Source: an optimization exercise on an open RTL-to-GDS flow (aim: small area). Production flows keep margins and buffers that such runs may drop.
Only simulation tests tie the RTL to the original design; equivalence was not proved.

==> flow/design.v (excerpt) <==
module exponent_multiplier (
    i_clk, i_rst_n,
    i_load, i_start, i_select,
    i_A, i_B,
    o_done, led_select, o_P,
    seg_i_A_ten, seg_i_A_unit,
    seg_i_B_ten, seg_i_B_unit,
    seg_o_P_thousand, seg_o_P_hundred, seg_o_P_ten, seg_o_P_unit
);
clock: 50.0 ns
lec_check: 0
abc_area: 1
cap_margin: 20
core_margin: 2
core_utilization: 60
place_density: 0.75
slew_margin: 20
run.sh (not shown) runs the stock make flow with config.mk's settings and CLKGATE_MAP_FILE= SYNTH_SCRIPT=/design/flow/synth_recipe.tcl, a recipe that flattens the netlist after the stock synthesis.
The starting point did not get past synthesis.
==> next run, changes <==
- SYNTH_MEMORY_MAX_BITS: unset -> 100000
Result:
- This time the run failed in global routing

* * *

Another version of the RTL of exponent_multiplier (not shown whole).
Size in the first run: roughly 100 I/O pins, about 6100 µm² of cells after synthesis.
==> flow/design.v (excerpt) <==
module exponent_multiplier (
    i_clk, i_rst_n,
    i_load, i_start, i_select,
    i_A, i_B,
    o_done, led_select, o_P,
    seg_i_A_ten, seg_i_A_unit,
    seg_i_B_ten, seg_i_B_unit,
    seg_o_P_thousand, seg_o_P_hundred, seg_o_P_ten, seg_o_P_unit
);
    input wire i_clk, i_rst_n;
    input wire i_load, i_start, i_select;
    input [3:0] i_A, i_B;
    output reg o_done, led_select;
    output wire [29:0] o_P;
    output wire [6:0] seg_i_A_ten, seg_i_A_unit;
    output wire [6:0] seg_i_B_ten, seg_i_B_unit;
    output wire [6:0] seg_o_P_thousand, seg_o_P_hundred, seg_o_P_ten, seg_o_P_unit;
    reg [1:0] state;
    reg [4:0] cnt;
    reg [3:0] reg_A, reg_B;
    reg [15:0] dexp;
    wire [29:0] pexp;
    rom_e u_rom (.a(reg_A), .b(reg_B), .e(pexp));
    always @(posedge i_clk or negedge i_rst_n) begin
        if (!i_rst_n) begin
            state <= 2'd0;
            reg_A <= 4'd0;
            reg_B <= 4'd0;
            o_done <= 1'b0;
            led_select <= 1'b0;
        end else begin
            case (state)
            2'd0: begin
                o_done <= 1'b0;
                led_select <= 1'b0;
                if (!i_load) begin
                    reg_A <= i_A;
  ...
clock: 50.0 ns
lec_check: 0
abc_area: 1
abc_clock_period_in_ps: 50000
cap_margin: 20
core_margin: 2
core_utilization: 30
cts_buf_list: sky130_fd_sc_hd__clkbuf_4 sky130_fd_sc_hd__clkbuf_8
cts_cluster_diameter: 300
cts_cluster_size: 40
gpl_timing_driven: 0
place_density: 0.5
slew_margin: 20
standard.sh (not shown) runs the stock make flow with config.mk's settings and CLKGATE_MAP_FILE= SYNTH_SCRIPT=/design/flow/synth_recipe.tcl, a recipe that flattens the netlist after the stock synthesis.
==> flow/flow/run.sh <==
#!/bin/bash
# Standard synthesis, then the combinational logic between the standard
# synthesis's registers is re-mapped by ABC for area (registers, their names
# and cell types are kept), then the standard flow from floorplan to finish.
set -euo pipefail
W=$(pwd)
R=$W/orfs/results/$FLOW_PLATFORM/exponent_multiplier/base
YOSYS=$FLOW_HOME/../tools/install/yosys/bin/yosys
bash standard.sh "$R/1_2_yosys.v" > "$W/1_standard_synth.log" 2>&1
cp "$R/1_2_yosys.v" "$W/1_2_yosys.standard.v"
LIBFILE=$FLOW_HOME/platforms/$FLOW_PLATFORM/lib/sky130_fd_sc_hd__tt_025C_1v80.lib \
IN_V=$W/1_2_yosys.standard.v OUT_V=$W/1_2_yosys.reopt.v \
ABC_SCRIPT=$W/flow/area.abc ABC_CONSTR=$W/flow/abc.constr STAT_OUT=$W/reopt_stat.txt \
  "$YOSYS" -c "$W/flow/reopt.tcl" > "$W/2_reopt.log" 2>&1
cp "$W/1_2_yosys.reopt.v" "$R/1_2_yosys.v"
rm -f "$R/1_synth.odb" "$R/1_synth.sdc"
bash standard.sh "BUFFER_PORTS_ARGS=-buffer_cell sky130_fd_sc_hd__buf_1" finish > "$W/3_standard_finish.log" 2>&1
==> flow/flow/abc.constr <==
set_driving_cell sky130_fd_sc_hd__buf_1
set_load 5
==> flow/flow/area.abc <==
strash; dc2; &get -n; &deepsyn -T 120; &put; dch; amap; topo; dnsize
==> flow/flow/reopt.tcl <==
# Re-optimise the combinational logic of the standard synthesis netlist.
# Registers (and tie cells) stay the same instances with the same names.
set lib $::env(LIBFILE)
yosys read_liberty -ignore_miss_func $lib
yosys read_verilog $::env(IN_V)
yosys hierarchy -top exponent_multiplier
yosys select -module exponent_multiplier
yosys select -clear
foreach pat {sky130_fd_sc_hd__df* sky130_fd_sc_hd__edf* sky130_fd_sc_hd__sdf* sky130_fd_sc_hd__conb_1} {
  yosys setattr -mod -set keep_hierarchy 1 $pat
}
yosys flatten
yosys opt_clean -purge
yosys stat
yosys opt -purge
yosys abc -script $::env(ABC_SCRIPT) -liberty $lib -dont_use *probe* -dont_use *lpflow* -dont_use *clkbuf* -dont_use *clkinv* -dont_use *dly* -dont_use *ha_* -dont_use *fa_* -dont_use *fah* -constr $::env(ABC_CONSTR) -D 50000 exponent_multiplier
yosys opt_clean -purge
yosys hilomap -singleton -hicell sky130_fd_sc_hd__conb_1 HI -locell sky130_fd_sc_hd__conb_1 LO exponent_multiplier
yosys splitnets
yosys opt_clean -purge
yosys tee -o $::env(STAT_OUT) stat -liberty $lib exponent_multiplier
yosys select exponent_multiplier
yosys write_verilog -noattr -noexpr -nohex -nodec -selected $::env(OUT_V)
Next try:
CTS_BUF_LIST = sky130_fd_sc_hd__clkbuf_2 sky130_fd_sc_hd__clkbuf_4 sky130_fd_sc_hd__clkbuf_8   (was sky130_fd_sc_hd__clkbuf_4 sky130_fd_sc_hd__clkbuf_8)
CTS_CLUSTER_DIAMETER = unset   (was 300)
CTS_CLUSTER_SIZE = unset   (was 40)
GPL_TIMING_DRIVEN = unset   (was 0)
=> The new run completed with no timing, DRC or antenna violations. First-iteration DRC count climbs by 21%. Critical path depth rises by 1. Wire length rose by about 3%.

* * *

Setup of old:
exponent_multiplier, a different RTL version from the one above (not shown whole).
==> flow/config.mk <==
export PLATFORM = sky130hd
export DESIGN_NAME = exponent_multiplier
export DESIGN_NICKNAME = exponent_multiplier
export VERILOG_FILES = /design/flow/design.v
export SDC_FILE = /design/flow/constraint.sdc
export NUM_CORES = 4
export LEC_CHECK = 0
export ABC_AREA = 1
export ABC_CLOCK_PERIOD_IN_PS = 50000
export CAP_MARGIN = 20
export CORE_MARGIN = 2
export CORE_UTILIZATION = 30
export GPL_TIMING_DRIVEN = 0
export PLACE_DENSITY = 0.5
export SLEW_MARGIN = 20
==> flow/constraint.sdc <==
create_clock -name core_clock -period 50.0 [get_ports {i_clk}]
set_input_delay 10.0000 -clock core_clock [delete_from_list [all_inputs] [get_ports {i_clk}]]
set_output_delay 10.0000 -clock core_clock [all_outputs]
set_load 0.01 [all_outputs]
==> flow/flow/run.sh <==
#!/bin/bash
# Standard synthesis, then the combinational logic between the standard
# synthesis's registers is re-mapped by ABC for area (registers, their names
# and cell types are kept), then the standard flow from floorplan to finish.
set -euo pipefail
W=$(pwd)
R=$W/orfs/results/$FLOW_PLATFORM/exponent_multiplier/base
YOSYS=$FLOW_HOME/../tools/install/yosys/bin/yosys
bash standard.sh "$R/1_2_yosys.v" > "$W/1_standard_synth.log" 2>&1
cp "$R/1_2_yosys.v" "$W/1_2_yosys.standard.v"
LIBFILE=$FLOW_HOME/platforms/$FLOW_PLATFORM/lib/sky130_fd_sc_hd__tt_025C_1v80.lib \
IN_V=$W/1_2_yosys.standard.v OUT_V=$W/1_2_yosys.reopt.v \
ABC_SCRIPT=$W/flow/area.abc ABC_CONSTR=$W/flow/abc.constr STAT_OUT=$W/reopt_stat.txt \
  "$YOSYS" -c "$W/flow/reopt.tcl" > "$W/2_reopt.log" 2>&1
cp "$W/1_2_yosys.reopt.v" "$R/1_2_yosys.v"
rm -f "$R/1_synth.odb" "$R/1_synth.sdc"
# Port buffers: the smallest buffer. Clock tree: clkbuf_8 buffers, no dummy loads.
bash standard.sh "BUFFER_PORTS_ARGS=-buffer_cell sky130_fd_sc_hd__buf_1" \
  "CTS_ARGS=-sink_clustering_enable -repair_clock_nets -dont_use_dummy_load -buf_list sky130_fd_sc_hd__clkbuf_8 -root_buf sky130_fd_sc_hd__clkbuf_8" \
  finish > "$W/3_standard_finish.log" 2>&1
==> flow/flow/area.abc <==
strash; dc2; &get -n; &deepsyn -T 120; &put; dch -f; amap; topo; dnsize
Scripts as last shown in full above: flow/flow/abc.constr, flow/flow/reopt.tcl
Changes in new relative to old:
-- flow/flow/run.sh --
<<< old, line 17
# Port buffers: the smallest buffer. Clock tree: clkbuf_8 buffers, no dummy loads.
>>> new, line 17
# Port buffers: the smallest buffer. Clock tree: clkbuf_4 buffers, no dummy loads.
<<< old, line 19
  "CTS_ARGS=-sink_clustering_enable -repair_clock_nets -dont_use_dummy_load -buf_list sky130_fd_sc_hd__clkbuf_8 -root_buf sky130_fd_sc_hd__clkbuf_8" \
>>> new, line 19
  "CTS_ARGS=-sink_clustering_enable -repair_clock_nets -dont_use_dummy_load -buf_list sky130_fd_sc_hd__clkbuf_4 -root_buf sky130_fd_sc_hd__clkbuf_4" \
==> run summary <==
Between new and old, the routed length per placed instance figures differ only marginally. Going from old to new, worst clock skew rose by 0.012 ns; routed wire length stayed essentially flat; number of buffers created by CTS stayed essentially flat; met1 demand-to-capacity share in global routing stayed essentially flat. new vs. old: wire length of the first global-routing pass about even, register share of the cell area about even. Largest stage delay on the critical path: new < old.

afterwards: timing with drivers on the ports:
The flow's constraints put no driver on any port. The routed layouts listed below were extracted and timed again, unchanged, in two steps. Step 1: set_driving_cell puts a clkbuf_16 on i_clk and a buf_2 on each other input, an assumption about the parent block. Step 2 times the ports against the registers' clock, not the clock port: input delays grow and output delays shrink by t, the midpoint of the rising clock arrivals with the driver on. a / b / c = ideal / step 1 / step 2; a / b = the first two.
run	t (ns)	setup WS [ns]	worst setup path after step 2	worst slew at a driven data input, ns	cell pins on the clock port's net
the first run of note 2	0.321	29.939 / 29.907 / 30.228	register to output	0.05	1
the second run of note 2	0.333	31.710 / 31.681 / 32.013	register to output	0.03	1
old	0.311	29.490 / 29.462 / 29.773	register to output	0.04	1
new	0.356	29.451 / 29.425 / 29.780	register to output	0.04	1
After both steps setup and hold are still met in every run listed.
